Background: an optimization exercise with open tools, aiming at small area. Do not read the settings as production practice. Function was checked by simulation only, so behaviour that the tests miss may differ from the original. The flow treats the clock pin as an ideal source, which a real chip does not have. Power figures rest on the tool's default switching activity, not on a simulated workload.

File: design/flow/design.v
module debounce_button(
    input  wire clk,
    input  wire reset_n,
    input  wire noisy_btn_n,
    output reg  clean_pulse
);
    reg sync0, sync1;
    reg [4:0] cnt;
    reg stable_level, prev_stable_level;
    wire btn_level = ~sync1;
    always @(posedge clk or negedge reset_n) begin
        if (!reset_n) begin
            sync0             <= 1'b1;
            sync1             <= 1'b1;
            cnt               <= 5'd0;
            stable_level      <= 1'b0;
            prev_stable_level <= 1'b0;
            clean_pulse       <= 1'b0;
        end else begin
            sync0 <= noisy_btn_n;
            sync1 <= sync0;
            if (btn_level != stable_level) begin
                if (cnt == 5'd20) begin
                    stable_level <= btn_level;
                    cnt          <= 5'd0;
                end else begin
                    cnt <= cnt + 5'd1;
                end
            end else begin
                cnt <= 5'd0;
            end
            prev_stable_level <= stable_level;
            clean_pulse       <= stable_level & ~prev_stable_level;
        end
    end
endmodule
module blink_generator(
    input  wire half,
    output wire blink_out
);
    assign blink_out = half;
endmodule
module phase_timer(
    input  wire       clk,
    input  wire       reset_n,
    input  wire       clear,
    output reg        half,
    output reg  [3:0] sec
);
    reg [8:0] sub;
    wire sub_end = (sub == 9'd499);
    always @(posedge clk or negedge reset_n) begin
        if (!reset_n) begin
            sub  <= 9'd0;
            half <= 1'b0;
            sec  <= 4'd0;
        end else if (clear) begin
            sub  <= 9'd0;
            half <= 1'b0;
            sec  <= 4'd0;
        end else if (sub_end) begin
            sub  <= 9'd0;
            half <= ~half;
            if (half)
                sec <= sec + 4'd1;
        end else begin
            sub <= sub + 9'd1;
        end
    end
endmodule
module sevenseg_decoder(
    input  wire [2:0] elapsed,
    output reg  [6:0] seg
);
    always @(*) begin
        case (elapsed)
            3'd7: seg = 7'b1000000;  
            3'd6: seg = 7'b1111001;  
            3'd5: seg = 7'b0100100;  
            3'd4: seg = 7'b0110000;  
            3'd3: seg = 7'b0011001;  
            3'd2: seg = 7'b0010010;  
            3'd1: seg = 7'b0000010;  
            default: seg = 7'b1111000;  
        endcase
    end
endmodule
module traffic_fsm(
    input  wire       clk,
    input  wire       reset_n,
    input  wire       clean_ped_button,
    input  wire       night_mode,
    input  wire       low_mode,
    input  wire       high_mode,
    input  wire [3:0] sec,
    output wire       change,
    output wire       green,
    output wire       yellow,
    output wire       red,
    output wire       walk,
    output wire       night,
    output reg        ped_request_out
);
    localparam S_GREEN  = 3'b000,
               S_YELLOW = 3'b001,
               S_RED    = 3'b010,
               S_WALK   = 3'b011,
               S_NIGHT  = 3'b100;
    reg [2:0] state, next_state;
    reg       done;
    assign green  = (state == S_GREEN);
    assign yellow = (state == S_YELLOW);
    assign red    = (state == S_RED);
    assign walk   = (state == S_WALK);
    assign night  = (state == S_NIGHT);
    reg [3:0] secs;
    always @(*) begin
        case (state)
            S_GREEN:  secs = high_mode ? 4'd10 : low_mode ? 4'd5 : 4'd7;
            S_YELLOW: secs = high_mode ? 4'd3  : low_mode ? 4'd2 : 4'd3;
            S_RED:    secs = high_mode ? 4'd7  : low_mode ? 4'd4 : 4'd5;
            default:  secs = 4'd8;
        endcase
    end
    wire expired = ~night & (sec >= secs);
    always @(*) begin
        next_state = state;
        if (night) begin
            if (!night_mode) next_state = S_GREEN;
        end else if (night_mode) begin
            next_state = S_NIGHT;
        end else if (done) begin
            case (state)
                S_GREEN:  next_state = S_YELLOW;
                S_YELLOW: next_state = S_RED;
                S_RED:    next_state = ped_request_out ? S_WALK : S_GREEN;
                default:  next_state = S_GREEN;
            endcase
        end
    end
    assign change = night ? ~night_mode : (night_mode | done);
    always @(posedge clk or negedge reset_n) begin
        if (!reset_n) begin
            state           <= S_GREEN;
            done            <= 1'b0;
            ped_request_out <= 1'b0;
        end else begin
            state <= next_state;
            done  <= expired & ~done;
            if (clean_ped_button && !night_mode)
                ped_request_out <= 1'b1;
            else if (walk)
                ped_request_out <= 1'b0;
        end
    end
endmodule
module walk_countdown_timer(
    input  wire       clk,
    input  wire       reset_n,
    input  wire       walk,
    input  wire [3:0] sec,
    output reg  [2:0] elapsed
);
    always @(posedge clk or negedge reset_n) begin
        if (!reset_n)
            elapsed <= 3'd0;
        else if (walk && !sec[3])
            elapsed <= sec[2:0];
    end
endmodule
module traffic_top(
    input  wire        MAX10_CLK1_50,
    input  wire [1:0]  KEY,
    input  wire [9:0]  SW,
    output wire [9:0]  LEDR,
    output wire [6:0]  HEX0
);
    wire clk        = MAX10_CLK1_50;
    wire reset_n    = KEY[0];
    wire night_mode = SW[0];
    wire clean_ped_button;
    debounce_button db_inst (
        .clk         (clk),
        .reset_n     (reset_n),
        .noisy_btn_n (KEY[1]),
        .clean_pulse (clean_ped_button)
    );
    wire       clear;
    wire       half;
    wire [3:0] sec;
    phase_timer timer_inst (
        .clk     (clk),
        .reset_n (reset_n),
        .clear   (clear),
        .half    (half),
        .sec     (sec)
    );
    wire green, yellow, red, walk, night, ped_request;
    traffic_fsm fsm_inst (
        .clk              (clk),
        .reset_n          (reset_n),
        .clean_ped_button (clean_ped_button),
        .night_mode       (night_mode),
        .low_mode         (SW[1]),
        .high_mode        (SW[2]),
        .sec              (sec),
        .change           (clear),
        .green            (green),
        .yellow           (yellow),
        .red              (red),
        .walk             (walk),
        .night            (night),
        .ped_request_out  (ped_request)
    );
    wire [2:0] elapsed;
    walk_countdown_timer walk_timer_inst (
        .clk     (clk),
        .reset_n (reset_n),
        .walk    (walk),
        .sec     (sec),
        .elapsed (elapsed)
    );
    sevenseg_decoder hex0_dec (
        .elapsed (elapsed),
        .seg     (HEX0)
    );
    wire blink_signal;
    blink_generator blink_inst (
        .half      (half),
        .blink_out (blink_signal)
    );
    assign LEDR[0]   = green;
    assign LEDR[1]   = night ? blink_signal : yellow;
    assign LEDR[2]   = red | walk;
    assign LEDR[3]   = walk;
    assign LEDR[4]   = ~walk;
    assign LEDR[5]   = ped_request;
    assign LEDR[6]   = SW[1];
    assign LEDR[7]   = SW[2];
    assign LEDR[9:8] = 2'b00;
endmodule
File: design/flow/run.sh
#!/bin/bash
# synth_recipe.tcl (not shown) runs the flow's synth.tcl, then flattens the netlist and writes it again
# the make line also repeats each setting of config.mk as NAME=value (left out here)
make -C /OpenROAD-flow-scripts/flow DESIGN_CONFIG=/design/flow/config.mk WORK_HOME=/design/flow/orfs CLKGATE_MAP_FILE= SYNTH_SCRIPT=/design/flow/synth_recipe.tcl finish
File: design/flow/config.mk
export PLATFORM = sky130hd
export DESIGN_NAME = traffic_top
export DESIGN_NICKNAME = traffic_top
export VERILOG_FILES = /design/flow/design.v
export SDC_FILE = /design/flow/constraint.sdc
export NUM_CORES = 4
export LEC_CHECK = 0
export CAP_MARGIN = 20
export CORE_MARGIN = 2
export CORE_UTILIZATION = 40
export SLEW_MARGIN = 20
File: design/flow/constraint.sdc
create_clock -name core_clock -period 10.0 [get_ports {MAX10_CLK1_50}]
set_input_delay 2.0000 -clock core_clock [delete_from_list [all_inputs] [get_ports {MAX10_CLK1_50}]]
set_output_delay 2.0000 -clock core_clock [all_outputs]
set_load 0.01 [all_outputs]
==> reports/results.ini, run 1 <==
[worst_setup_path]
critPathKind=input port to primary output
path_common_cell=clkdlybuf4s50_1
cp.arrival_ns=3.08
end_kind=primary output
start_kind=input port
slowest_stage=clkdlybuf4s50_1
cp_num_buf_inv=2
crit_chain=clkdlybuf4s50_1 -> clkdlybuf4s50_1
cp_slowest_stage_delay_ns=0.55
cp_max_fo=4
path_delay_family=buffers and inverters
critPathRequiredTime_ns=8.00

[placed_design]
gp_congestion=0.7850
dpl.hpwl_um=2335
dp_cells=241
port_buffers=20

[finish]
nFillCells=393
syn_to_final_growth_pct=17.91
register_area_um2=803.3
stdcell_count=249
multiInputGateArea_um2=847.1
n_antenna_cell=0
fin_util=0.4834
layout_common_cells=dfrtp_1, nor2_1, clkdlybuf4s50_1
layout_commonest_cell=dfrtp_1
layout.nets=217
drive_above_1_share=0.09645

[pwr]
vdd_drop_max_v=0.00008460
p_leak_nw=0.9311
powerDensity_nw_per_um2=136.2

[clocking]
post_cts_buffers=0
htreeDepth=2
clock_latency_ns=0.28
hold_buffers=0
numCtsBuffers=5
clk_pin_slew_worst_paths_ns=0.06
clockBufferDepth=2
cts.repair.resized=0
cts_tree=yes
cts_root_buf=clkbuf_8
numClockSinks=32

[synth]
synth_area_um2=1760
ys_seq_elements=32
syn_inst=179
yosys.cell_types.count=43
ys_seq_area_frac=0.4563
synth.avg_cell_area_um2=9.835
ys.warnings.count=5

[run_status]
status=complete, no violations

[hold_path]
hold_path.class=flop to flop

[sta]
finalHoldViolCount=0
fmax_mhz=197.0
slew_violations=0
fin_skew_ns=0.009576
fin_crit_sh=0.5076
tns_ns=0
rsz0062_at_grt=no
min_period_ns=5.076
finalSetupViolCount=0

[global_routing]
antenna_found_initial=0
overflow=0
grt_max_degree=33
grt_pass1_vias=1236
grt_usage=0.1432
grt_pass1_wl_um=5540

[floorplanning]
start_util=0.4100
core.rowCount=24
ioPinCount=30
die_y_um=70.34
die_area_um2=4948
die_w_um=70.34
fp.coreArea_um2=4294

[drt]
wl_um=3133
antenna_left=0
drcViolationCount=0
firstDrtPassIters=4
first_iter_violations=37
routed-via-count=1263
via_per_inst=5.072
routedWlPerCell_um=12.58

[flow_run]
max_cap_viol_count=0

## state kept, by name, summed over array words and instances (netlist names)
signal and count:
timer_inst.sub 9, db_inst.cnt 5, timer_inst.sec 4, fsm_inst.state 3, walk_timer_inst.elapsed 3, db_inst.clean_pulse 1
db_inst.prev_stable_level 1, db_inst.stable_level 1, db_inst.sync0 1, db_inst.sync1 1, fsm_inst.done 1, fsm_inst.ped_request_out 1
timer_inst.half 1
## metrics by stage
| step | hold WS [ns] | worst slack, ns | instance area (um2) | power (W) |
|---|---|---|---|---|
| floorplan | 0.3452 | 5.881 | 1764 | 0.0001555 |
| global placement | 0.3464 | 4.935 | 1964 | 0.0001634 |
| detailed placement | 0.3468 | 4.926 | 1964 | 0.0001652 |
| CTS | 0.3563 | 4.921 | 2076 | 0.0002872 |
| global route | 0.3577 | 4.877 | 2076 | 0.0002974 |
| finish | 0.3553 | 4.924 | 2076 | 0.0002828 |
## per-layer routing
| layer | vias to the layer above | routed length, um | GRT usage |
|---|---|---|---|
| li1 | 620 | - | - |
| met1 | 617 | 1447 | 0.1754 |
| met2 | 20 | 1503 | 0.2306 |
| met3 | 6 | 120 | 0.04473 |
| met4 | 0 | 61 | 0.06410 |
| met5 | - | 0 | 0 |
## cell usage after synthesis (all sizes together)
cell     n  area, um2
nor3     1      5.000
and3     3      18.77
nor2b    3      18.77
xor2     6      52.55
inv     11      41.29
conb     1      3.750
clkbuf   4      15.01
buf      8      57.55
and2     1      6.260
a21o     2      15.01
nand2b   5      38.78
a211oi   1      7.510
nor3b    1      18.77
mux2     5      56.30
o221a    1      11.26
xnor2    8      70.07
and4b    1      10.01
a21oi   10      50.05
nand4    1      6.260
dfrtp   30      750.7
nand3   11      67.57
o21ai    6      30.03
and4     1      8.760
dfstp    2      52.55
mux2i    2      32.53
nand2    9      33.78
ha       8      100.1
o21bai   2      15.01
and2b    1      7.510
nor4     1      6.260
nand3b   2      15.01
nand4b   1      8.760
nor2    27      101.4
o31a     1      8.760
or3      1      6.260
and4bb   1      12.51
## worst reg2reg max path: stages, from the launching register on
cell      delay [ns]
dfrtp_1         0.60
nor2_1          0.15
a21oi_1         0.23
o31a_1          0.18
ha_1            0.23
nand2b_1        0.14
a21o_1          0.18
a211oi_1        0.24
nor4_1          0.08
## report_power, final
group	total [W]	internal (W)	leakage, nW	switching [W]
Combinational	0.0000241	0.0000117	0.449	0.0000124
Clock	0.000121	0.0000736	0.0541	0.0000469
Sequential	0.000138	0.000134	0.427	0.00000453
## path summary, 6_finish.rpt
kind | startpoint | depth (start not counted) | end | slack, ns
min in group asynchronous | KEY[0] | 2 | fsm_inst.ped_request_out | 2.12
setup / recovery | SW[2] | 2 | LEDR[7] | 4.92
hold / removal | db_inst.sync0 | 0 | db_inst.sync1 | 0.36
setup reg to reg | fsm_inst.state[0] | 8 | fsm_inst.done | 7.86
max in group asynchronous | KEY[0] | 2 | db_inst.sync0 | 7.55
hold reg to reg | db_inst.sync0 | 0 | db_inst.sync1 | 0.36
## final cells by class
type                    instances  share of cell area
multi-input cells             125              0.4081
flip-flops and latches         32              0.3870
repair buffers                 21              0.1001
clock buffers                   5             0.03315
inverters                      11             0.01989
well taps                      52             0.03134
clock inverters                 3             0.02049
## logic make-up after synthesis
| group | synth area share |
|---|---|
| DFF | 0.4563 |
| other | 0.002130 |
| xor gates and xnor gates | 0.06965 |
| muxes | 0.05046 |
| adders and majority gates | 0.05686 |
| AOI/OAI and AO/OA | 0.07818 |
| and+or+nand+nor | 0.2218 |
| buffers and inverters | 0.06467 |
==> run 2: changes to the inputs <==
--- a/design/flow/design.v
+++ b/design/flow/design.v
@@ -8,27 +8,25 @@
     reg [4:0] cnt;
     reg stable_level, prev_stable_level;
     wire btn_level = ~sync1;
+    wire differ    = btn_level ^ stable_level;
+    wire cnt_end   = cnt[4] & cnt[2] & cnt[1];
     always @(posedge clk or negedge reset_n) begin
         if (!reset_n) begin
             sync0             <= 1'b1;
             sync1             <= 1'b1;
-            cnt               <= 5'd0;
+            cnt               <= 5'b01000;
             stable_level      <= 1'b0;
             prev_stable_level <= 1'b0;
             clean_pulse       <= 1'b0;
         end else begin
             sync0 <= noisy_btn_n;
             sync1 <= sync0;
-            if (btn_level != stable_level) begin
-                if (cnt == 5'd20) begin
-                    stable_level <= btn_level;
-                    cnt          <= 5'd0;
-                end else begin
-                    cnt <= cnt + 5'd1;
-                end
-            end else begin
-                cnt <= 5'd0;
-            end
+            if (differ && !cnt_end)
+                cnt <= {cnt[3:0], ~(cnt[4] ^ cnt[1])};
+            else
+                cnt <= 5'b01000;
+            if (differ && cnt_end)
+                stable_level <= btn_level;
             prev_stable_level <= stable_level;
             clean_pulse       <= stable_level & ~prev_stable_level;
         end
@@ -44,27 +42,24 @@
     input  wire       clk,
     input  wire       reset_n,
     input  wire       clear,
-    output reg        half,
-    output reg  [3:0] sec
+    input  wire       expired,
+    output reg  [4:0] hs
 );
     reg [8:0] sub;
-    wire sub_end = (sub == 9'd499);
+    wire sub_end = (sub == 9'b000100001);
     always @(posedge clk or negedge reset_n) begin
         if (!reset_n) begin
-            sub  <= 9'd0;
-            half <= 1'b0;
-            sec  <= 4'd0;
-        end else if (clear) begin
-            sub  <= 9'd0;
-            half <= 1'b0;
-            sec  <= 4'd0;
-        end else if (sub_end) begin
-            sub  <= 9'd0;
-            half <= ~half;
-            if (half)
-                sec <= sec + 4'd1;
+            sub <= 9'd0;
+            hs  <= 5'd0;
         end else begin
-            sub <= sub + 9'd1;
+            if (clear || sub_end)
+                sub <= 9'd0;
+            else
+                sub <= {sub[7:0], ~(sub[8] ^ sub[4])};
+            if (clear)
+                hs <= 5'd0;
+            else
+                hs <= (sub_end ? hs + 5'd1 : hs) | {expired, expired, 3'b000};
         end
     end
 endmodule
@@ -94,6 +89,7 @@
     input  wire       high_mode,
     input  wire [3:0] sec,
     output wire       change,
+    output wire       expired,
     output wire       green,
     output wire       yellow,
     output wire       red,
@@ -107,7 +103,7 @@
                S_WALK   = 3'b011,
                S_NIGHT  = 3'b100;
     reg [2:0] state, next_state;
-    reg       done;
+    wire      done = sec[3] & sec[2];
     assign green  = (state == S_GREEN);
     assign yellow = (state == S_YELLOW);
     assign red    = (state == S_RED);
@@ -122,7 +118,7 @@
             default:  secs = 4'd8;
         endcase
     end
-    wire expired = ~night & (sec >= secs);
+    assign expired = ~night & (sec >= secs);
     always @(*) begin
         next_state = state;
         if (night) begin
@@ -142,11 +138,9 @@
     always @(posedge clk or negedge reset_n) begin
         if (!reset_n) begin
             state           <= S_GREEN;
-            done            <= 1'b0;
             ped_request_out <= 1'b0;
         end else begin
             state <= next_state;
-            done  <= expired & ~done;
             if (clean_ped_button && !night_mode)
                 ped_request_out <= 1'b1;
             else if (walk)
@@ -185,15 +179,16 @@
         .noisy_btn_n (KEY[1]),
         .clean_pulse (clean_ped_button)
     );
-    wire       clear;
-    wire       half;
-    wire [3:0] sec;
+    wire       clear, expired;
+    wire [4:0] hs;
+    wire       half = hs[0];
+    wire [3:0] sec  = hs[4:1];
     phase_timer timer_inst (
         .clk     (clk),
         .reset_n (reset_n),
         .clear   (clear),
-        .half    (half),
-        .sec     (sec)
+        .expired (expired),
+        .hs      (hs)
     );
     wire green, yellow, red, walk, night, ped_request;
     traffic_fsm fsm_inst (
@@ -205,6 +200,7 @@
         .high_mode        (SW[2]),
         .sec              (sec),
         .change           (clear),
+        .expired          (expired),
         .green            (green),
         .yellow           (yellow),
         .red              (red),
==> design/flow/flow/run.sh (new file) <==
#!/bin/bash
# Standard ORFS layout with two changes:
#  1. after the standard synthesis, the combinational logic is mapped again
#     for area with ABC (the registers are kept as they are, same cells and
#     names), and the new netlist is proven equivalent to the old one;
#  2. port buffers use buf_1 and clock tree synthesis uses small clock buffers
#     without dummy loads.
set -euo pipefail
WORK=$(pwd)
FLOW=$WORK/flow
R=$WORK/orfs/results/$FLOW_PLATFORM/traffic_top/base

bash standard.sh synth > synth.log 2>&1

cp "$R/1_2_yosys.v" resynth_in.v
LIB=$(ls "$FLOW_HOME"/platforms/"$FLOW_PLATFORM"/lib/sky130_fd_sc_hd__tt_025C_1v80.lib)
sed -e "s#@LIB@#$LIB#g" -e "s#@ABC@#$FLOW/area.abc#g" "$FLOW/resynth.ys" > resynth.ys
sed -e "s#@LIB@#$LIB#g" -e "s#@FLOW@#$FLOW#g" "$FLOW/equiv.ys" > equiv.ys
if yosys -s resynth.ys > resynth.log 2>&1 && yosys -s equiv.ys > equiv.log 2>&1; then
    cp resynth_out.v "$R/1_2_yosys.v"
    rm -f "$R/1_synth.odb" "$R/1_synth.sdc"
    echo "resynthesis used" > resynth_status.txt
else
    echo "resynthesis failed, standard netlist kept" > resynth_status.txt
fi

bash standard.sh \
    "BUFFER_PORTS_ARGS=-buffer_cell sky130_fd_sc_hd__buf_1" \
    "CTS_ARGS=-sink_clustering_enable -repair_clock_nets -dont_use_dummy_load -buf_list sky130_fd_sc_hd__clkbuf_2 sky130_fd_sc_hd__clkbuf_4" \
    finish > layout.log 2>&1
==> design/flow/flow/area.abc (new file) <==
strash
&get -n
&deepsyn -T 40
&dch -f
&nf -R 1000
&put
==> design/flow/flow/conb.v (new file) <==
module sky130_fd_sc_hd__conb_1(output HI, output LO);
  assign HI = 1'b1;
  assign LO = 1'b0;
endmodule
==> design/flow/flow/equiv.ys (new file) <==
# Prove the new netlist equivalent to the standard one. The registers are the
# same cells with the same names in both, so equiv_make pairs them.
read_liberty -ignore_miss_func @LIB@
read_verilog -overwrite @FLOW@/conb.v
read_verilog resynth_in.v
rename traffic_top gold
rename -hide gold/w:_*_
read_verilog resynth_out.v
rename traffic_top gate
rename -hide gate/w:_*_
flatten gold gate
delete t:$scopeinfo
async2sync
opt_clean
equiv_make gold gate equiv
hierarchy -top equiv
equiv_simple -undef
equiv_induct -undef
equiv_status -assert
==> design/flow/flow/resynth.ys (new file) <==
# Map the combinational logic of the standard synthesis again, for area.
read_liberty -ignore_miss_func @LIB@
read_verilog resynth_in.v
hierarchy -top traffic_top
blackbox sky130_fd_sc_hd__df* sky130_fd_sc_hd__conb_1
flatten
delete t:$scopeinfo
opt -purge
abc -liberty @LIB@ -dont_use *lpflow* -dont_use *probe* -dont_use *clkdly* -dont_use *dlygate* -dont_use *dlymetal* -script @ABC@
opt_clean -purge
stat -liberty @LIB@
write_verilog -noattr -noexpr resynth_out.v
==> design/flow/standard.sh (new file) <==
#!/bin/bash
# synth_recipe.tcl (not shown) runs the flow's synth.tcl, then flattens the netlist and writes it again
# the make line also repeats each setting of config.mk as NAME=value (left out here)
make -C /OpenROAD-flow-scripts/flow DESIGN_CONFIG=/design/flow/config.mk WORK_HOME=/design/flow/orfs CLKGATE_MAP_FILE= SYNTH_SCRIPT=/design/flow/synth_recipe.tcl "${@:-finish}"
removed: design/flow/run.sh
==> run 2 against run 1 <==
Against the previous run:
- the run now fails in 4_1_cts
- synthesized cell count fell by 31%
- synthesized area fell by 27%
==> reports/results.ini, run 2 <==
[run_status]
status=aborted with a tool error
lastStage=4_1_cts
error=[ERROR STA-0564] clock_tree_synthesis positional arguments not supported.

[synth]
syn_inst=124  ; -31%
synth.avg_cell_area_um2=10.42  ; +6.0%
synth_area_um2=1292  ; -27%
ys.warnings.count=5  ; unchanged

[placed_design]
gp_congestion=0.8489  ; +8.1%
dpl.hpwl_um=1565  ; -33%
port_buffers=20  ; unchanged

[floorplanning]
ioPinCount=30  ; unchanged
start_util=0.4234  ; +0.01340
core.rowCount=20  ; -17%
die_y_um=60.85  ; -13%
die_w_um=60.85  ; -13%

[run 2: power by group through the flow]
stage               Clock, W  Sequential (W)  Combinational (W)
floorplan                  0        0.000146          0.0000158
global placement           0        0.000147          0.0000231
detailed placement         0        0.000147          0.0000239
[run 2: worst max-delay path by stage]
stage	startpoint	depth (start not counted)	slack, ns	to
3_5_place_dp	SW[2]	2	5.72	LEDR[7]
3_3_place_gp	SW[2]	2	5.73	LEDR[7]
2_1_floorplan	SW[1]	0	6.00	LEDR[6]
[run 2: through the flow]
step / power (W) / setup slack (ns) / instances / area (um2) / utilization
detailed placement: 0.0001710 / 5.719 / 190 / 1434 / 0.4697
global placement: 0.0001700 / 5.730 / 190 / 1434 / 0.4697
floorplan: 0.0001614 / 6.000 / 125 / 1296 / -
==> run 3: changes to the inputs <==
--- a/design/flow/flow/run.sh
+++ b/design/flow/flow/run.sh
@@ -26,5 +26,5 @@
 
 bash standard.sh \
     "BUFFER_PORTS_ARGS=-buffer_cell sky130_fd_sc_hd__buf_1" \
-    "CTS_ARGS=-sink_clustering_enable -repair_clock_nets -dont_use_dummy_load -buf_list sky130_fd_sc_hd__clkbuf_2 sky130_fd_sc_hd__clkbuf_4" \
+    "CTS_ARGS=-sink_clustering_enable -repair_clock_nets -dont_use_dummy_load -buf_list {sky130_fd_sc_hd__clkbuf_2 sky130_fd_sc_hd__clkbuf_4}" \
     finish > layout.log 2>&1
==> run 3 against run 2 <==
Against the previous run:
- the run now finishes clean
- synthesized area unchanged
- synthesized cell count unchanged
==> reports/results.ini, run 3 <==
[clocking]
cts_root_buf=clkbuf_4
clk_pin_slew_worst_paths_ns=0.08
post_cts_buffers=0
clockBufferDepth=2
numClockSinks=31
clock_latency_ns=0.32
hold_buffers=0
cts_tree=yes
cts.repair.resized=0
numCtsBuffers=5
htreeDepth=2

[finish]
layout_commonest_cell=dfrtp_1
top_regs=timer_inst.sub (9), db_inst.cnt (5), timer_inst.hs (5)
drive_above_1_share=0.05960
fin_util=0.4820
largest_reg_flops=9
n_antenna_cell=0
regMostFlops=timer_inst.sub
layout_common_cells=dfrtp_1, buf_1, nor2_1
layout.nets=166
nFillCells=306
syn_to_final_growth_pct=13.84

[flow_run]
max_cap_viol_count=0

[sta]
tightest_slew_ns=0.9389
tns_ns=0
finalSetupViolCount=0
fmax_mhz=233.7
finalHoldViolCount=0
min_period_ns=4.279
relSlewSlack=0.3740
fin_skew_ns=0.01884
slew_violations=0
holdWs_ns=0.3601
rsz0062_at_grt=no
fin_crit_sh=0.4279

[drt]
via_per_inst=4.862
routed-via-count=948
routedWlPerCell_um=11.35
drcViolationCount=0
first_iter_violations=64
firstDrtPassIters=4
antenna_left=0
wl_um=2213

[floorplanning]
die_w_um=60.85  ; unchanged
ioPinCount=30  ; unchanged
fp.coreArea_um2=3053
die_y_um=60.85  ; unchanged
start_util=0.4234  ; unchanged
core.rowCount=20  ; unchanged
die_area_um2=3702

[worst_setup_path]
r2r_cells=6
start_kind=input port
rr_endpoint=timer_inst.sub[1]
cp.arrival_ns=2.28
critical_path.reg2reg.startpoint=fsm_inst.state[0]
cp_max_fo=3
critPathRequiredTime_ns=8.00
cp_slowest_stage_delay_ns=0.16
slowest_stage=buf_1
crit_chain=buf_1 -> buf_1
critPathKind=input port to primary output
r2r_slack_ns=7.78
path_delay_family=buffers and inverters
cp_num_buf_inv=2
end_kind=primary output
path_common_cell=buf_1

[pwr]
p_leak_nw=0.6638
powerDensity_nw_per_um2=154.6
vdd_drop_max_v=0.00006267
power.total_w=0.0002275

[global_routing]
grt_pass1_wl_um=3650
grt_pass1_vias=853
grt_max_degree=32
antenna_found_initial=0
overflow=0
grt_usage=0.1385

[run_status]
status=complete, no violations

[synth]
synth.avg_cell_area_um2=10.42  ; unchanged
syn_inst=124  ; unchanged
ys.warnings.count=5  ; unchanged
synth_area_um2=1292  ; unchanged

[placed_design]
gp_congestion=0.8489  ; unchanged
port_buffers=20  ; unchanged
dpl.hpwl_um=1565  ; unchanged

[hold_path]
min_from=db_inst.sync0
min_to=db_inst.sync1
hold_path.class=flop to flop
min_path_cells=0

-- run 3: power breakdown --
group	internal, W	switching [W]
Combinational	0.0000104	0.0000130
Clock	0.0000234	0.0000360
Sequential	0.000138	0.00000637
-- run 3: metal layers --
metal  global-route usage  up-vias  wire [um]
li1                     -      476          -
met4              0.07453        0         15
met2               0.2212       26       1023
met3              0.04478        2        118
met1               0.1662      444       1055
met5                    0        -          0
-- run 3: through the flow --
step,area (um2),worst slack [ns],instances
4_1_cts,1471,5.719,195
6_report,1471,5.721,195
5_1_grt,1471,5.670,195
3_3_place_gp,1434,5.730,190
2_1_floorplan,1296,6.000,125
3_5_place_dp,1434,5.719,190
-- run 3: worst max path at each step --
stage / from / end / slack [ns] / depth (start not counted)
global route: SW[1] / LEDR[6] / 5.67 / 2
finish: SW[2] / LEDR[7] / 5.72 / 2
detailed placement: SW[2] / LEDR[7] / 5.72 / 2
global placement: SW[2] / LEDR[7] / 5.73 / 2
CTS: SW[2] / LEDR[7] / 5.72 / 2
floorplan: SW[1] / LEDR[6] / 6.00 / 0
-- run 3: layout make-up --
| cell class | instances | area (um2) | area share |
|---|---|---|---|
| Clock buffer | 5 | 37.54 | 0.02551 |
| Inverter | 5 | 18.77 | 0.01276 |
| Multi-Input combinational cell | 89 | 498.0 | 0.3384 |
| Sequential cell | 31 | 779.5 | 0.5298 |
| Tap cell | 44 | 55.05 | 0.03741 |
| Timing Repair Buffer | 21 | 82.58 | 0.05612 |
==> run 4: changes to the inputs <==
--- a/design/flow/design.v
+++ b/design/flow/design.v
@@ -4,31 +4,35 @@
     input  wire noisy_btn_n,
     output reg  clean_pulse
 );
+    localparam [4:0] CNT_ZERO  = 5'b01010,
+                     CNT_PRESS = 5'b11010;
     reg sync0, sync1;
     reg [4:0] cnt;
-    reg stable_level, prev_stable_level;
+    reg stable_level;
     wire btn_level = ~sync1;
     wire differ    = btn_level ^ stable_level;
-    wire cnt_end   = cnt[4] & cnt[2] & cnt[1];
+    wire cnt_end   = cnt[2] & ~cnt[1] & cnt[0];
+    wire pressed   = cnt[4] & cnt[3] & cnt[1];
+    wire feedback  = (~cnt[4] & ~cnt[1]) | (cnt[4] & cnt[1] & ~cnt[3]);
     always @(posedge clk or negedge reset_n) begin
         if (!reset_n) begin
-            sync0             <= 1'b1;
-            sync1             <= 1'b1;
-            cnt               <= 5'b01000;
-            stable_level      <= 1'b0;
-            prev_stable_level <= 1'b0;
-            clean_pulse       <= 1'b0;
+            sync0        <= 1'b1;
+            sync1        <= 1'b1;
+            cnt          <= CNT_ZERO;
+            stable_level <= 1'b0;
+            clean_pulse  <= 1'b0;
         end else begin
             sync0 <= noisy_btn_n;
             sync1 <= sync0;
             if (differ && !cnt_end)
-                cnt <= {cnt[3:0], ~(cnt[4] ^ cnt[1])};
+                cnt <= {cnt[3:0], feedback};
+            else if (differ && btn_level)
+                cnt <= CNT_PRESS;
             else
-                cnt <= 5'b01000;
+                cnt <= CNT_ZERO;
             if (differ && cnt_end)
                 stable_level <= btn_level;
-            prev_stable_level <= stable_level;
-            clean_pulse       <= stable_level & ~prev_stable_level;
+            clean_pulse <= pressed;
         end
     end
 endmodule
==> design/flow/flow/run.sh (replaced) <==
#!/bin/bash
# Standard ORFS layout with three changes:
#  1. after the standard synthesis, the combinational logic is mapped again
#     for area with ABC (four seeds, the smallest result is kept); registers
#     keep their cells and names, and the new netlist is proven equivalent to
#     the standard one before it is used;
#  2. port buffers use buf_1;
#  3. the clock tree is a single clock buffer at the centroid of the
#     registers, in place of TritonCTS's H-tree (clock_tree.tcl).
set -euo pipefail
export WORK=$(pwd)

FLOW=$WORK/flow
R=$WORK/orfs/results/$FLOW_PLATFORM/traffic_top/base
LIB=$(ls "$FLOW_HOME"/platforms/"$FLOW_PLATFORM"/lib/sky130_fd_sc_hd__tt_025C_1v80.lib)
PORTS="BUFFER_PORTS_ARGS=-buffer_cell sky130_fd_sc_hd__buf_1"

bash standard.sh synth > synth.log 2>&1

cp "$R/1_2_yosys.v" resynth_in.v
best=""
best_area=""
for seed in 0 1 2 3; do
    printf 'strash\n&get -n\n&deepsyn -T 40 -S %d\n&dch -f\n&nf -R 1000\n&put\n' $seed > area_$seed.abc
    sed -e "s#@LIB@#$LIB#g" -e "s#@ABC@#$WORK/area_$seed.abc#g" \
        -e "s#resynth_out.v#resynth_out_$seed.v#" "$FLOW/resynth.ys" > resynth_$seed.ys
    yosys -s resynth_$seed.ys > resynth_$seed.log 2>&1 &
done
wait || true
for seed in 0 1 2 3; do
    a=$(grep "Chip area" resynth_$seed.log | tail -1 | awk '{print $NF}' || true)
    [[ -n "$a" && -f resynth_out_$seed.v ]] || continue
    if [[ -z "$best" ]] || awk "BEGIN{exit !($a < $best_area)}"; then
        best=$seed; best_area=$a
    fi
done
echo "best seed: ${best:-none} area ${best_area:-none}" > resynth_status.txt
if [[ -n "$best" ]]; then
    cp resynth_out_$best.v resynth_out.v
    sed -e "s#@LIB@#$LIB#g" -e "s#@FLOW@#$FLOW#g" "$FLOW/equiv.ys" > equiv.ys
    if yosys -s equiv.ys > equiv.log 2>&1; then
        cp resynth_out.v "$R/1_2_yosys.v"
        rm -f "$R/1_synth.odb" "$R/1_synth.sdc"
        echo "resynthesis used" >> resynth_status.txt
    else
        echo "equivalence not proven, standard netlist kept" >> resynth_status.txt
    fi
fi

bash standard.sh "$PORTS" place > place.log 2>&1

openroad -no_init -exit "$FLOW/clock_tree.tcl" > clock_tree.log 2>&1

bash standard.sh "$PORTS" finish > layout.log 2>&1
==> design/flow/flow/clock_tree.tcl (new file) <==
# Clock tree: one clock buffer at the centroid of the registers drives every
# register; written as the CTS step's results so the standard flow goes on
# from there.
set results $::env(WORK)/orfs/results/$::env(FLOW_PLATFORM)/traffic_top/base
set platform $::env(FLOW_HOME)/platforms/$::env(FLOW_PLATFORM)
read_lef $platform/lef/sky130_fd_sc_hd.tlef
read_lef $platform/lef/sky130_fd_sc_hd_merged.lef
read_liberty $platform/lib/sky130_fd_sc_hd__tt_025C_1v80.lib
read_db $results/3_place.odb
read_sdc $results/3_place.sdc
source $platform/setRC.tcl

set block [ord::get_db_block]

set clk_net [$block findNet MAX10_CLK1_50]
set sx 0
set sy 0
set n 0
foreach it [$clk_net getITerms] {
  set b [[$it getInst] getBBox]
  set sx [expr {$sx + ([$b xMin] + [$b xMax]) / 2}]
  set sy [expr {$sy + ([$b yMin] + [$b yMax]) / 2}]
  incr n
}
set dbu [$block getDbUnitsPerMicron]
set x [expr {double($sx) / $n / $dbu}]
set y [expr {double($sy) / $n / $dbu}]
puts "clock sinks $n, buffer at $x $y"
insert_buffer -buffer_cell sky130_fd_sc_hd__clkbuf_16 -net MAX10_CLK1_50 \
  -location [list $x $y] -buffer_name clkbuf_root -net_name clk_root
set buf_inst [[lindex [[$block findNet MAX10_CLK1_50] getITerms] 0] getInst]
puts "clock buffer [$buf_inst getName], net [[[$buf_inst findITerm X] getNet] getName]"
[[$buf_inst findITerm X] getNet] setSigType CLOCK
global_connect
detailed_placement
check_placement -verbose
set_propagated_clock [all_clocks]
estimate_parasitics -placement
report_clock_skew
report_checks -path_delay min_max
write_db $results/4_1_cts.odb
write_sdc -no_timestamp $results/4_cts.sdc
removed: design/flow/flow/area.abc
==> run 4 against run 3 <==
Against the previous run:
- still clean on timing, DRC and antenna
- die area fell by 0.64%
- critical endpoint unchanged
- register-to-register slack better by 0.10 ns
- synthesized cell count fell by 1.6%
- sequential share of layout area fell by 1.1 points
- largest cell class unchanged
- clock power decreased by 17%
- clock skew down 0.015 ns
- critical path type unchanged
- worst hold slack improved by 0.0054 ns
- critical path depth is the same
- non-clock buffer count unchanged
==> reports/results.ini, run 4 <==
[global_routing]
grt_max_degree=31  ; -3.1%
overflow=0  ; unchanged
grt_pass1_vias=834  ; -2.2%
grt_pass1_wl_um=3857  ; +5.7%
antenna_found_initial=0  ; unchanged
grt_usage=0.1297  ; -0.008773

[finish]
regMostFlops=timer_inst.sub
nFillCells=315  ; +2.9%
largest_reg_flops=9  ; unchanged
layout_commonest_cell=dfrtp_1
layout.nets=160  ; -3.6%
top_regs=timer_inst.sub (9), db_inst.cnt (5), timer_inst.hs (5)
n_antenna_cell=0  ; unchanged
drive_above_1_share=0.04828  ; -0.01133
syn_to_final_growth_pct=13.45
layout_common_cells=dfrtp_1, buf_1, nor2_1

[pwr]
vdd_drop_max_v=0.00007440  ; +19%
p_switching_w=0.00006004  ; +8.5%
p_seq_frac=0.650  ; +0.014
clockPowerShare=0.210  ; -0.051
powerDensity_nw_per_um2=160.4  ; +3.8%
pwr-share-comb=0.140  ; +0.037
power.share.switching=0.2570  ; +0.01368
intPower_w=0.0001736  ; +0.87%
p_leak_nw=0.6206  ; -6.5%

[sta]
fin_crit_sh=0.4318  ; +0.003893
tns_ns=0  ; unchanged
fmax_mhz=231.6  ; -0.90%
min_period_ns=4.318  ; +0.03893 ns
relSlewSlack=0.5058  ; +0.1318
tightest_slew_ns=0.7345  ; -0.2045 ns
finalSetupViolCount=0  ; unchanged
slew_violations=0  ; unchanged
holdWs_ns=0.3654  ; +0.005368 ns
finalHoldViolCount=0  ; unchanged
fin_skew_ns=0.003594  ; -0.01525 ns
rsz0062_at_grt=no

[drt]
antenna_left=0  ; unchanged
routed-via-count=944  ; -0.42%
via_per_inst=4.995  ; +2.7%
first_iter_violations=50  ; -22%
drcViolationCount=0  ; unchanged
firstDrtPassIters=4  ; unchanged
routedWlPerCell_um=11.67  ; +2.8%
wl_um=2206  ; -0.32%

[synth]
synth.avg_cell_area_um2=10.52  ; +0.95%
ys.warnings.count=5  ; unchanged
syn_inst=122  ; -1.6%
synth_area_um2=1284  ; -0.68%

[worst_setup_path]
cp_num_buf_inv=2  ; unchanged
path_delay_family=buffers and inverters
critPathKind=input port to primary output
critPathRequiredTime_ns=8.00  ; about the same
cp.arrival_ns=2.32  ; +0.04 ns
start_kind=input port
path_common_cell=buf_1
crit_chain=buf_1 -> buf_1
cp_max_fo=4  ; +1
end_kind=primary output
slowest_stage=buf_1
cp_slowest_stage_delay_ns=0.17  ; about the same

[floorplanning]
ioPinCount=30  ; unchanged
die_w_um=60.65  ; -0.32%
start_util=0.4205  ; -0.002869
core.rowCount=20  ; unchanged
die_y_um=60.65  ; -0.32%
die_area_um2=3678  ; -0.64%
fp.coreArea_um2=3053  ; unchanged

[run_status]
status=complete, no violations

[placed_design]
port_buffers=20  ; unchanged
dpl.hpwl_um=1563  ; about the same
gp_congestion=0.8080  ; -4.8%

[flow_run]
max_cap_viol_count=0  ; unchanged

[clocking]
clk_pin_slew_worst_paths_ns=0.11  ; +0.03 ns
clock_latency_ns=0.17  ; -0.15 ns

[hold_path]
hold_path.class=flop to flop

[run 4: per-stage QoR]
stage / power [W] / cell area (um2) / util / instances / setup WS [ns]
finish: 0.0002337 / 1456 / 0.4770 / 189 / 5.682
global route: 0.0002469 / 1456 / 0.4770 / 189 / 5.653
detailed placement: 0.0001871 / 1425 / 0.4668 / 188 / 5.683
global placement: 0.0001856 / 1425 / 0.4668 / 188 / 5.695
floorplan: 0.0001749 / 1287 / - / 123 / 6.000
[run 4: path summary, 6_finish.rpt]
check,from,to,slack [ns],cells after the start
worst min register to register,db_inst.sync0,db_inst.sync1,0.37,0
worst min-delay path,db_inst.sync0,db_inst.sync1,0.37,0
max in group asynchronous,KEY[0],db_inst.cnt[1],7.87,2
worst max register to register,timer_inst.sub[7],timer_inst.hs[3],7.88,7
worst max-delay path,SW[2],LEDR[7],5.68,2
min in group asynchronous,KEY[0],timer_inst.sub[2],1.81,2
[run 4: per-layer routing]
| metal | GRT usage | vias up | share of wire |
|---|---|---|---|
| met1 | 0.1961 | 445 | 0.51 |
| li1 | - | 470 | - |
| met5 | 0 | - | 0 |
| met4 | 0.006211 | 0 | 0.0045 |
| met3 | 0.008529 | 2 | 0.049 |
| met2 | 0.2181 | 27 | 0.44 |
[run 4: power groups by stage]
stage / sequential, W / clock, W / combinational, W
after detailed placement: 0.000154 / 0 / 0.0000332
after floorplan: 0.000151 / 0 / 0.0000236
after global placement: 0.000154 / 0 / 0.0000320
after global routing: 0.000154 / 0.0000547 / 0.0000377
final: 0.000152 / 0.0000491 / 0.0000327
[run 4: area by class of cell]
type	count	area (um2)	area share
Inverter	3	11.26	0.007732
Timing Repair Buffer	21	82.58	0.05670
Sequential cell	30	755.7	0.5189
Multi-Input combinational cell	90	526.8	0.3617
Tap cell	44	55.05	0.03780
Clock buffer	1	25.02	0.01718
==> run 5: changes to the inputs <==
--- a/design/flow/design.v
+++ b/design/flow/design.v
@@ -101,47 +101,36 @@
     output wire       night,
     output reg        ped_request_out
 );
-    localparam S_GREEN  = 3'b000,
-               S_YELLOW = 3'b001,
-               S_RED    = 3'b010,
-               S_WALK   = 3'b011,
-               S_NIGHT  = 3'b100;
-    reg [2:0] state, next_state;
-    wire      done = sec[3] & sec[2];
-    assign green  = (state == S_GREEN);
-    assign yellow = (state == S_YELLOW);
-    assign red    = (state == S_RED);
-    assign walk   = (state == S_WALK);
-    assign night  = (state == S_NIGHT);
-    reg [3:0] secs;
+    reg [2:0] state;
+    assign night  = state[2];
+    assign green  = ~state[2] & ~state[1] & ~state[0];
+    assign yellow = ~state[1] & state[0];
+    assign red    = state[1] & ~state[0];
+    assign walk   = state[1] & state[0];
+    wire done = sec[3] & sec[2];
+    reg expired_r;
     always @(*) begin
-        case (state)
-            S_GREEN:  secs = high_mode ? 4'd10 : low_mode ? 4'd5 : 4'd7;
-            S_YELLOW: secs = high_mode ? 4'd3  : low_mode ? 4'd2 : 4'd3;
-            S_RED:    secs = high_mode ? 4'd7  : low_mode ? 4'd4 : 4'd5;
-            default:  secs = 4'd8;
+        case (state[1:0])
+            2'b00:   expired_r = high_mode ? sec[3] & sec[1] :
+                                 low_mode  ? sec[3] | sec[2] & (sec[1] | sec[0]) :
+                                             sec[3] | sec[2] & sec[1] & sec[0];
+            2'b01:   expired_r = sec[1] & (sec[0] | low_mode & ~high_mode);
+            2'b10:   expired_r = sec[2] & (high_mode ? sec[1] & sec[0] :
+                                           low_mode  | sec[1] | sec[0]);
+            default: expired_r = sec[3];
         endcase
     end
-    assign expired = ~night & (sec >= secs);
-    always @(*) begin
-        next_state = state;
-        if (night) begin
-            if (!night_mode) next_state = S_GREEN;
-        end else if (night_mode) begin
-            next_state = S_NIGHT;
-        end else if (done) begin
-            case (state)
-                S_GREEN:  next_state = S_YELLOW;
-                S_YELLOW: next_state = S_RED;
-                S_RED:    next_state = ped_request_out ? S_WALK : S_GREEN;
-                default:  next_state = S_GREEN;
-            endcase
-        end
-    end
+    assign expired = expired_r;
+    wire       advance = ~night & done;
+    wire       red_to_walk = red & ped_request_out;
+    wire [1:0] after   = {yellow | red_to_walk, ~state[1] & ~state[0] | red_to_walk};
+    wire [2:0] next_state = night_mode ? 3'b100 :
+                            night      ? 3'b000 :
+                            advance    ? {1'b0, after} : state;
     assign change = night ? ~night_mode : (night_mode | done);
     always @(posedge clk or negedge reset_n) begin
         if (!reset_n) begin
-            state           <= S_GREEN;
+            state           <= 3'b000;
             ped_request_out <= 1'b0;
         end else begin
             state <= next_state;
--- a/design/flow/config.mk
+++ b/design/flow/config.mk
@@ -8,4 +8,5 @@
 export CAP_MARGIN = 20
 export CORE_MARGIN = 2
 export CORE_UTILIZATION = 40
+export GPL_TIMING_DRIVEN = 0
 export SLEW_MARGIN = 20
==> run 5 against run 4 <==
Against the previous run:
- still clean
- sequential share of layout area up 1.0 points
- design area fell by 2.0%
- utilization fell by 0.56 points
- clock skew increased by 0.0066 ns
==> reports/results.ini, run 5 <==
[global_routing]
overflow=0  ; unchanged
antenna_found_initial=0  ; unchanged
grt_usage=0.1241  ; -0.005598
grt_max_degree=31  ; unchanged
grt_pass1_wl_um=3615  ; -6.3%
grt_pass1_vias=854  ; +2.4%

[floorplanning]
start_util=0.4186  ; -0.001897
ioPinCount=30  ; unchanged
fp.coreArea_um2=3028  ; -0.82%
core.rowCount=20  ; unchanged
die_area_um2=3635  ; -1.2%
die_w_um=60.29  ; -0.59%
die_y_um=60.29  ; -0.59%

[placed_design]
port_buffers=20  ; unchanged
dpl.hpwl_um=1558  ; -0.33%
gp_congestion=0.7434  ; -8.0%

[sta]
rsz0062_at_grt=no
tightest_slew_ns=0.9434  ; +0.2089 ns
fmax_mhz=231.1  ; -0.22%
fin_skew_ns=0.01019  ; +0.006600 ns
holdWs_ns=0.3629  ; -0.002576 ns
slew_violations=0  ; unchanged
tns_ns=0  ; unchanged
fin_crit_sh=0.4328  ; +0.0009630
finalSetupViolCount=0  ; unchanged
relSlewSlack=0.3711  ; -0.1347
finalHoldViolCount=0  ; unchanged
min_period_ns=4.328  ; +0.009630 ns

[drt]
first_iter_violations=91  ; +82%
routed-via-count=950  ; +0.64%
firstDrtPassIters=4  ; unchanged
wl_um=2136  ; -3.2%
routedWlPerCell_um=11.13  ; -4.7%
antenna_left=0  ; unchanged
via_per_inst=4.948  ; -0.94%
drcViolationCount=0  ; unchanged

[worst_setup_path]
cp_max_fo=4  ; unchanged
path_common_cell=buf_1
slowest_stage=buf_1
crit_chain=buf_1 -> buf_1
cp_num_buf_inv=2  ; unchanged
start_kind=input port
end_kind=primary output
cp_slowest_stage_delay_ns=0.17  ; about the same
critPathKind=input port to primary output
critPathRequiredTime_ns=8.00  ; about the same
path_delay_family=buffers and inverters
cp.arrival_ns=2.33  ; about the same

[finish]
syn_to_final_growth_pct=12.64
nFillCells=305  ; -3.2%
register_area_um2=755.7  ; unchanged
layout_common_cells=dfrtp_1, buf_1, nand2_1
layout.nets=163  ; +1.9%
layout_commonest_cell=dfrtp_1
n_antenna_cell=0  ; unchanged
regMostFlops=timer_inst.sub
fin_util=0.4715  ; -0.005561
largest_reg_flops=9  ; unchanged
top_regs=timer_inst.sub (9), db_inst.cnt (5), timer_inst.hs (5)
drive_above_1_share=0.04054  ; -0.007735
multiInputGateArea_um2=489.2  ; -7.1%

[pwr]
p_leak_nw=0.6514  ; +5.0%
powerDensity_nw_per_um2=158.8  ; -1.0%
vdd_drop_max_v=0.00008512  ; +14%

[synth]
synth_area_um2=1267  ; -1.3%
syn_inst=126  ; +3.3%
ys.warnings.count=5  ; unchanged
synth.avg_cell_area_um2=10.06  ; -4.4%

[clocking]
clock_latency_ns=0.17  ; about the same
clk_pin_slew_worst_paths_ns=0.11  ; about the same

[hold_path]
hold_path.class=flop to flop

[run_status]
status=complete, no violations

[flow_run]
max_cap_viol_count=0  ; unchanged

run 5: per-layer routing:
metal | GRT usage | routed length, um
met1 | 0.1612 | 993
met2 | 0.2329 | 1058
met3 | 0.008658 | 71
met4 | 0.009524 | 12
met5 | 0 | 0
run 5: per-stage QoR:
step / area [um2] / cells / power, W / setup WS (ns)
detailed placement: 1403 / 191 / 0.0001816 / 5.679
global route: 1428 / 192 / 0.0002381 / 5.614
floorplan: 1271 / 127 / 0.0001705 / 6.000
global placement: 1401 / 191 / 0.0001796 / 5.691
finish: 1428 / 192 / 0.0002267 / 5.672
run 5: power by group:
part	total (W)	switching, W	internal, W
Sequential	0.000150	0.0000104	0.000139
Combinational	0.0000286	0.0000159	0.0000127
Clock	0.0000482	0.0000296	0.0000186
Total	0.000227	0.0000560	0.000171
run 5: worst paths after layout:
kind,startpoint,end,slack (ns),cells past startpoint
min in group asynchronous,KEY[0],walk_timer_inst.elapsed[1],1.84,1
hold reg to reg,db_inst.sync0,db_inst.sync1,0.36,0
hold / removal,db_inst.sync0,db_inst.sync1,0.36,0
max in group asynchronous,KEY[0],timer_inst.hs[3],7.73,1
setup reg to reg,timer_inst.sub[7],timer_inst.hs[3],7.99,7
setup / recovery,SW[2],LEDR[7],5.67,2
run 5: layout make-up:
| cell class | count | share of cell area |
|---|---|---|
| flip-flops and latches | 30 | 0.5294 |
| clock buffers | 1 | 0.01753 |
| multi-input cells | 90 | 0.3427 |
| well taps | 44 | 0.03856 |
| inverters | 7 | 0.01840 |
| repair buffers | 20 | 0.05346 |
==> run 6: changes to the inputs <==
--- a/design/flow/config.mk
+++ b/design/flow/config.mk
@@ -8,5 +8,4 @@
 export CAP_MARGIN = 20
 export CORE_MARGIN = 2
 export CORE_UTILIZATION = 40
-export GPL_TIMING_DRIVEN = 0
 export SLEW_MARGIN = 20
==> run 6 against run 5 <==
Against the previous run:
- still clean on timing, DRC and antenna
- maximum frequency grew 0.19%
- flip-flop and latch count unchanged
- sequential share of layout area decreased by 0.23 points
- routed wire length up 4.4%
- via count grew 0.32%
- largest cell class unchanged
==> reports/results.ini, run 6 <==
[synth]
synth_area_um2=1267  ; unchanged
syn_inst=126  ; unchanged
ys.warnings.count=5  ; unchanged
synth.avg_cell_area_um2=10.06  ; unchanged

[pwr]
vdd_drop_max_v=0.00008214  ; -3.5%
p_leak_nw=0.6534  ; +0.32%
power.total_w=0.0002268  ; about the same
powerDensity_nw_per_um2=158.2  ; -0.38%

[drt]
drcViolationCount=0  ; unchanged
routed-via-count=953  ; +0.32%
first_iter_violations=72  ; -21%
routedWlPerCell_um=11.55  ; +3.9%
antenna_left=0  ; unchanged
via_per_inst=4.938  ; -0.20%
wl_um=2230  ; +4.4%
firstDrtPassIters=4  ; unchanged

[worst_setup_path]
cp_slowest_stage_delay_ns=0.17  ; about the same
setup.worst_path.start=SW[2]
critPathRequiredTime_ns=8.00  ; about the same
crit_chain=buf_1 -> buf_1
cp.arrival_ns=2.32  ; about the same
path_common_cell=buf_1
crit_end=LEDR[7]
r2r_slack_ns=7.93  ; -0.06 ns
cp_max_fo=4  ; unchanged
cp_num_buf_inv=2  ; unchanged
end_kind=primary output
cp.depth=2  ; unchanged
critPathKind=input port to primary output
slowest_stage=buf_1
start_kind=input port
critical_path.reg2reg.startpoint=timer_inst.sub[7]
r2r_cells=7  ; unchanged
rr_endpoint=timer_inst.hs[3]
path_delay_family=buffers and inverters

[finish]
layout_common_cells=dfrtp_1, buf_1, nand2_1
largest_reg_flops=9  ; unchanged
drive_above_1_share=0.04027  ; -0.0002721
layout.nets=164  ; +0.61%
regMostFlops=timer_inst.sub
syn_to_final_growth_pct=13.13
top_regs=timer_inst.sub (9), db_inst.cnt (5), timer_inst.hs (5)
layout_commonest_cell=dfrtp_1
n_antenna_cell=0  ; unchanged

[sta]
fmax_mhz=231.5  ; +0.19%
relSlewSlack=0.3856  ; +0.01452
rsz0062_at_grt=no
tns_ns=0  ; unchanged
finalSetupViolCount=0  ; unchanged
fin_skew_ns=0.007137  ; -0.003057 ns
finalHoldViolCount=0  ; unchanged
min_period_ns=4.319  ; -0.008040 ns
holdWs_ns=0.3622  ; -0.0006950 ns
slew_violations=0  ; unchanged
fin_ws_ns=5.681  ; +0.008040 ns
tightest_slew_ns=0.9216  ; -0.02178 ns
fin_crit_sh=0.4319  ; -0.0008040

[floorplanning]
start_util=0.4186  ; unchanged
core.rowCount=20  ; unchanged
ioPinCount=30  ; unchanged
die_w_um=60.29  ; unchanged
fp.coreArea_um2=3028  ; unchanged
die_y_um=60.29  ; unchanged
die_area_um2=3635  ; unchanged

[global_routing]
grt_max_degree=31  ; unchanged
grt_util_met3=0.008658  ; unchanged
grt_pass1_wl_um=3643  ; +0.77%
grt_pass1_vias=862  ; +0.94%
grt.met2_usage=0.2283  ; -0.004658
met1_usage=0.1719  ; +0.01074
overflow=0  ; unchanged
antenna_found_initial=0  ; unchanged
grt_busiest_layer=met2
grt_usage=0.1257  ; +0.001637

[placed_design]
gp_congestion=0.7160  ; -3.7%
port_buffers=20  ; unchanged
dpl.hpwl_um=1608  ; +3.2%
place_ws_ns=5.681  ; +0.001920 ns

[clocking]
clk_pin_slew_worst_paths_ns=0.11  ; about the same
clock_latency_ns=0.17  ; about the same

[hold_path]
hold_path.class=flop to flop

[run_status]
status=complete, no violations

[flow_run]
max_cap_viol_count=0  ; unchanged

==> run 6: worst min-delay path by stage <==
stage	start	end	slack (ns)	depth (start not counted)
after global placement	db_inst.sync0	db_inst.sync1	0.35	0
final	db_inst.sync0	db_inst.sync1	0.36	0
after floorplan	db_inst.sync0	db_inst.sync1	0.35	0
after detailed placement	db_inst.sync0	db_inst.sync1	0.35	0
after global routing	db_inst.sync0	db_inst.sync1	0.37	0
==> run 6: power by group <==
| group | internal [W] | switching (W) | total (W) |
|---|---|---|---|
| Sequential | 0.000139 | 0.0000107 | 0.000150 |
| Combinational | 0.0000129 | 0.0000157 | 0.0000286 |
| Clock | 0.0000186 | 0.0000295 | 0.0000481 |
==> run 6: final cells by class <==
type	instances	area [um2]
Clock buffer	1	25.02
Fill cell	297	1594
Inverter	7	26.28
Multi-Input combinational cell	90	489.2
Sequential cell	30	755.7
Tap cell	44	55.05
Timing Repair Buffer	21	82.58
==> run 6: stage by stage <==
stage / cell area [um2] / util / std cells
floorplan: 1271 / - / 127
global placement: 1409 / 0.4653 / 192
detailed placement: 1409 / 0.4653 / 192
global route: 1434 / 0.4736 / 193
finish: 1434 / 0.4736 / 193
==> run 6: per-layer routing <==
metal  up-vias  wire length (um)
met5         -                 0
met4         0                12
met3         2                74
met2        21              1054
met1       460              1088
li1        470                 -
==> run 7: changes to the inputs <==
--- a/design/flow/flow/run.sh
+++ b/design/flow/flow/run.sh
@@ -1,12 +1,4 @@
 #!/bin/bash
-# Standard ORFS layout with three changes:
-#  1. after the standard synthesis, the combinational logic is mapped again
-#     for area with ABC (four seeds, the smallest result is kept); registers
-#     keep their cells and names, and the new netlist is proven equivalent to
-#     the standard one before it is used;
-#  2. port buffers use buf_1;
-#  3. the clock tree is a single clock buffer at the centroid of the
-#     registers, in place of TritonCTS's H-tree (clock_tree.tcl).
 set -euo pipefail
 export WORK=$(pwd)
 
@@ -20,14 +12,25 @@
 cp "$R/1_2_yosys.v" resynth_in.v
 best=""
 best_area=""
-for seed in 0 1 2 3; do
-    printf 'strash\n&get -n\n&deepsyn -T 40 -S %d\n&dch -f\n&nf -R 1000\n&put\n' $seed > area_$seed.abc
+SEEDS="0 1 2 3 4 5 6 7"
+for seed in $SEEDS; do
+    {
+        printf 'strash\n&get -n\n&deepsyn -T 40 -S %d\n&dch -f\n&nf -R 1000\n&put\n' $seed
+        for round in 1 2 3; do
+            printf 'strash\n&get -n\n&dch -f\n&nf -R 1000\n&put\n'
+        done
+    } > area_$seed.abc
     sed -e "s#@LIB@#$LIB#g" -e "s#@ABC@#$WORK/area_$seed.abc#g" \
         -e "s#resynth_out.v#resynth_out_$seed.v#" "$FLOW/resynth.ys" > resynth_$seed.ys
-    yosys -s resynth_$seed.ys > resynth_$seed.log 2>&1 &
 done
-wait || true
-for seed in 0 1 2 3; do
+# four at a time, one per core
+for batch in "0 1 2 3" "4 5 6 7"; do
+    for seed in $batch; do
+        yosys -s resynth_$seed.ys > resynth_$seed.log 2>&1 &
+    done
+    wait || true
+done
+for seed in $SEEDS; do
     a=$(grep "Chip area" resynth_$seed.log | tail -1 | awk '{print $NF}' || true)
     [[ -n "$a" && -f resynth_out_$seed.v ]] || continue
     if [[ -z "$best" ]] || awk "BEGIN{exit !($a < $best_area)}"; then
--- a/design/flow/config.mk
+++ b/design/flow/config.mk
@@ -8,4 +8,5 @@
 export CAP_MARGIN = 20
 export CORE_MARGIN = 2
 export CORE_UTILIZATION = 40
+export GPL_TIMING_DRIVEN = 0
 export SLEW_MARGIN = 20
==> run 7 against run 6 <==
Against the previous run:
- synthesized area shrank 0.79%
- critical path type unchanged
- flip-flop and latch count is the same
- critical path depth is the same
- sequential power is essentially flat
- routed wire length shrank 2.0%
- clock power grew 1%
- still clean
- design area shrank 1.1%
- clock-buffer cell count is the same
- die area shrank 0.73%
- first-iteration DRC count shrank 32%
- combinational power is essentially flat
==> reports/results.ini, run 7 <==
[run_status]
status=complete, no violations

[floorplanning]
start_util=0.4153  ; -0.003306
core.rowCount=20  ; unchanged
ioPinCount=30  ; unchanged
die_area_um2=3608  ; -0.73%
die_y_um=60.07  ; -0.36%
fp.coreArea_um2=3028  ; unchanged
die_w_um=60.07  ; -0.36%

[global_routing]
grt_pass1_wl_um=3698  ; +1.5%
grt_pass1_vias=830  ; -3.7%
grt_usage=0.1286  ; +0.002843
grt_max_degree=31  ; unchanged
antenna_found_initial=0  ; unchanged
overflow=0  ; unchanged

[sta]
slew_violations=0  ; unchanged
finalHoldViolCount=0  ; unchanged
fin_skew_ns=0.004142  ; -0.002995 ns
rsz0062_at_grt=no
min_period_ns=4.318  ; -0.001170 ns
relSlewSlack=0.3479  ; -0.03774
fin_crit_sh=0.4318  ; about the same
fin_ws_ns=5.682  ; +0.001170 ns
tns_ns=0  ; unchanged
fmax_mhz=231.6  ; about the same
tightest_slew_ns=0.9782  ; +0.05661 ns
finalSetupViolCount=0  ; unchanged

[finish]
layout.nets=157  ; -4.3%
syn_to_final_growth_pct=12.74
layout_common_cells=dfrtp_1, buf_1, nor2_1
largest_reg_flops=9  ; unchanged
drive_above_1_share=0.04225  ; +0.001985
layout_commonest_cell=dfrtp_1
top_regs=timer_inst.sub (9), db_inst.cnt (5), timer_inst.hs (5)
n_antenna_cell=0  ; unchanged
regMostFlops=timer_inst.sub
fin_area_um2=1418  ; -1.1%

[placed_design]
gp_congestion=0.7556  ; +5.5%
post_dp_cell_area_um2=1393  ; -1.2%
port_buffers=20  ; unchanged
place_ws_ns=5.684  ; +0.003460 ns
dpl.hpwl_um=1610  ; +0.11%

[clocking]
clock_latency_ns=0.17  ; about the same
clk_pin_slew_worst_paths_ns=0.11  ; about the same

[drt]
wl_um=2185  ; -2.0%
first_iter_violations=49  ; -32%
firstDrtPassIters=4  ; unchanged
antenna_left=0  ; unchanged
routedWlPerCell_um=11.75  ; +1.7%
routed-via-count=929  ; -2.5%
drcViolationCount=0  ; unchanged
via_per_inst=4.995  ; +1.2%

[worst_setup_path]
path_common_cell=buf_1
cp_num_buf_inv=2  ; unchanged
end_kind=primary output
slowest_stage=buf_1
crit_chain=buf_1 -> buf_1
start_kind=input port
cp_max_fo=4  ; unchanged
cp.arrival_ns=2.32  ; about the same
cp_slowest_stage_delay_ns=0.17  ; about the same
r2r_cells=6  ; -1
critPathKind=input port to primary output
path_delay_family=buffers and inverters
setup.worst_path.start=SW[1]
cp.depth=2  ; unchanged
critPathRequiredTime_ns=8.00  ; about the same
critical_path.reg2reg.startpoint=timer_inst.sub[4]

[pwr]
vdd_drop_max_v=0.00008164  ; -0.61%
powerDensity_nw_per_um2=159.9  ; +1.1%
p_leak_nw=0.6468  ; -1.0%

[synth]
syn_inst=120  ; -4.8%
synth_area_um2=1257  ; -0.79%
ys.warnings.count=5  ; unchanged
synth.avg_cell_area_um2=10.48  ; +4.2%

[hold_path]
hold_path.class=flop to flop
min_from=db_inst.sync0
min_path_cells=0  ; unchanged

[flow_run]
max_cap_viol_count=0  ; unchanged

## run 7: report_power, final
| part | switching [W] | internal [W] | total [W] |
|---|---|---|---|
| clock network | 0.0000302 | 0.0000186 | 0.0000488 |
| logic | 0.0000161 | 0.0000122 | 0.0000283 |
| registers | 0.0000105 | 0.000139 | 0.000150 |
## run 7: through the flow
stage	power [W]	std cells	hold slack, ns	utilization
2_1_floorplan	0.0001699	121	0.3452	-
3_3_place_gp	0.0001788	185	0.3467	0.4595
3_5_place_dp	0.0001807	185	0.3501	0.4599
5_1_grt	0.0002389	186	0.3699	0.4682
6_report	0.0002267	186	0.3649	0.4682
## run 7: layout make-up
class | instances | area [um2]
tap | 44 | 55.05
multi-input combinational | 87 | 490.5
timing repair buffer | 20 | 76.32
sequential | 30 | 755.7
clock buffer | 1 | 25.02
fill | 294 | 1610
inverter | 4 | 15.01
## run 7: routing by layer
metal / routed length (um) / GRT usage
met2: 1047 / 0.2252
met5: 0 / 0
met3: 66 / 0.008658
met4: 13 / 0.006349
met1: 1057 / 0.1841
## run 7: path summary, 6_finish.rpt
path / endpoint / slack (ns)
setup / recovery: LEDR[6] / 5.68
setup reg to reg: timer_inst.hs[3] / 7.82
max in group asynchronous: db_inst.clean_pulse / 7.75
min in group asynchronous: walk_timer_inst.elapsed[1] / 1.84
hold reg to reg: db_inst.sync1 / 0.36
hold / removal: db_inst.sync1 / 0.36
==> run 8: changes to the inputs <==
--- a/design/flow/design.v
+++ b/design/flow/design.v
@@ -4,16 +4,16 @@
     input  wire noisy_btn_n,
     output reg  clean_pulse
 );
-    localparam [4:0] CNT_ZERO  = 5'b01010,
-                     CNT_PRESS = 5'b11010;
+    localparam [4:0] CNT_ZERO  = 5'b10000,
+                     CNT_PRESS = 5'b00000;
     reg sync0, sync1;
     reg [4:0] cnt;
     reg stable_level;
     wire btn_level = ~sync1;
     wire differ    = btn_level ^ stable_level;
-    wire cnt_end   = cnt[2] & ~cnt[1] & cnt[0];
-    wire pressed   = cnt[4] & cnt[3] & cnt[1];
-    wire feedback  = (~cnt[4] & ~cnt[1]) | (cnt[4] & cnt[1] & ~cnt[3]);
+    wire cnt_end   = cnt[0] & ~cnt[2] & ~cnt[3] & cnt[4];
+    wire pressed   = ~cnt[0] & ~cnt[3] & ~cnt[4];
+    wire feedback  = (~cnt[4] & ~cnt[0] & ~cnt[2]) | (~cnt[4] & ~cnt[0] & cnt[2]) | (~cnt[4] & cnt[0] & ~cnt[2]) | (cnt[4] & ~cnt[0] & ~cnt[2]) | (cnt[4] & cnt[0] & cnt[2]);
     always @(posedge clk or negedge reset_n) begin
         if (!reset_n) begin
             sync0        <= 1'b1;
==> run 8 against run 7 <==
Against the previous run:
- register-to-register slack better by 0.43 ns
- clock power down 4.3%
- non-clock buffer count unchanged
- sequential power down 3%
- die area down 1.9%
- synthesized cell count down 2.5%
- still clean
- clock-buffer cell count unchanged
- routed wire length down 11%
- cell count down 7.5%
- worst hold slack worse by 0.0033 ns
==> reports/results.ini, run 8 <==
[floorplanning]
fp.coreArea_um2=3003  ; -0.83%
ioPinCount=30  ; unchanged
die_y_um=59.51  ; -0.94%
core.rowCount=20  ; unchanged
start_util=0.4104  ; -0.004873
die_area_um2=3541  ; -1.9%
die_w_um=59.51  ; -0.94%

[finish]
nFillCells=285  ; -3.1%
multiInputGateArea_um2=462.9  ; -5.6%
drive_above_1_share=0.03597  ; -0.006282
stdcell_count=172  ; -7.5%
layout.nets=154  ; -1.9%
layout_common_cells=dfrtp_1, buf_1, nand2_1
top_regs=timer_inst.sub (9), db_inst.cnt (5), timer_inst.hs (5)
syn_to_final_growth_pct=11.88
register_area_um2=754.5  ; -0.17%
regMostFlops=timer_inst.sub
fin_util=0.4592  ; -0.009015
n_antenna_cell=0  ; unchanged
layout_commonest_cell=dfrtp_1
largest_reg_flops=9  ; unchanged

[sta]
fin_ws_ns=5.695  ; +0.01300 ns
finalHoldViolCount=0  ; unchanged
rsz0062_at_grt=no
relSlewSlack=0.3924  ; +0.04452
fin_skew_ns=0.003494  ; -0.0006474 ns
finalSetupViolCount=0  ; unchanged
tightest_slew_ns=0.9114  ; -0.06679 ns
min_period_ns=4.305  ; -0.01300 ns
tns_ns=0  ; unchanged
fmax_mhz=232.3  ; +0.30%
fin_crit_sh=0.4305  ; -0.001300
slew_violations=0  ; unchanged

[placed_design]
place_ws_ns=5.691  ; +0.006570 ns
dpl.hpwl_um=1482  ; -7.9%
port_buffers=20  ; unchanged
gp_congestion=0.7503  ; -0.70%
dp_cells=171  ; -7.6%

[worst_setup_path]
crit_chain=buf_1 -> buf_1
slowest_stage=buf_1
path_common_cell=buf_1
path_delay_family=buffers and inverters
end_kind=primary output
critPathRequiredTime_ns=8.00  ; about the same
cp_slowest_stage_delay_ns=0.17  ; about the same
start_kind=input port
critPathKind=input port to primary output
cp.arrival_ns=2.31  ; about the same
cp_max_fo=4  ; unchanged
cp_num_buf_inv=2  ; unchanged

[pwr]
power.total_w=0.0002221  ; -2.1%
vdd_drop_max_v=0.00007496  ; -8.2%
powerDensity_nw_per_um2=161.0  ; +0.69%
p_leak_nw=0.6194  ; -4.2%

[drt]
routed-via-count=881  ; -5.2%
antenna_left=0  ; unchanged
routedWlPerCell_um=11.25  ; -4.2%
wl_um=1935  ; -11%
via_per_inst=5.122  ; +2.6%
drcViolationCount=0  ; unchanged
first_iter_violations=41  ; -16%
firstDrtPassIters=4  ; unchanged

[hold_path]
hold_path.class=flop to flop

[flow_run]
max_cap_viol_count=0  ; unchanged

[synth]
syn_inst=117  ; -2.5%
ys.warnings.count=5  ; unchanged
synth.avg_cell_area_um2=10.53  ; +0.52%
synth_area_um2=1232  ; -2.0%

[global_routing]
overflow=0  ; unchanged
grt_max_degree=31  ; unchanged
antenna_found_initial=0  ; unchanged
grt_pass1_vias=754  ; -9.2%
grt_pass1_wl_um=3229  ; -13%
grt_usage=0.1118  ; -0.01681

[clocking]
clock_latency_ns=0.16  ; about the same
clk_pin_slew_worst_paths_ns=0.10  ; about the same

[run_status]
status=complete, no violations

[run 8: cell types whose count changed in the layout (fill, tap and decap cells not counted), sizes merged, moves of 3 or more]
cell / delta
nand2: +4
nor3: -3
o21ai: +4
nor2: -4
o21bai: +3
a21oi: -5
[run 8: worst paths after layout]
path | startpoint | to | slack (ns) | cells past startpoint
min | db_inst.sync0 | db_inst.sync1 | 0.36 | 0
min in group asynchronous | KEY[0] | db_inst.stable_level | 1.84 | 1
max reg2reg | timer_inst.hs[3] | timer_inst.sub[1] | 8.25 | 4
max | SW[2] | LEDR[7] | 5.69 | 2
max in group asynchronous | KEY[0] | timer_inst.hs[3] | 7.75 | 1
min reg2reg | db_inst.sync0 | db_inst.sync1 | 0.36 | 0
[run 8: metrics by stage]
step,area [um2],hold slack (ns)
floorplan,1236,0.3452
global placement,1353,0.3464
detailed placement,1354,0.3468
global route,1379,0.3705
finish,1379,0.3616
[run 8: per-layer routing]
metal  up-vias  share of wire  track usage  wire, um
li1        451              -            -         -
met1       408           0.50       0.1634       958
met2        20           0.46       0.1931       895
met3         2          0.038     0.006550        74
met4         0         0.0041     0.006349         8
met5         -              0            0         0
[run 8: cell type report]
type                       instances  share of cell area
tap                               33             0.02995
clock buffer                       1             0.01815
timing repair buffer              20             0.05535
sequential                        30              0.5472
multi-input combinational         83              0.3358
inverter                           5             0.01361
[run 8: report_power, final]
part,internal [W],switching [W]
combinational,0.0000130,0.0000177
sequential,0.000137,0.00000780
clock,0.0000185,0.0000282

Check on run 8: ideal ports give 5.695 ns setup slack; a clkbuf_16 on the clock port and buf_2 on the inputs give 5.672 ns; moving port delays by the midpoint clock arrival (0.189 ns) as well gives 5.672 ns.
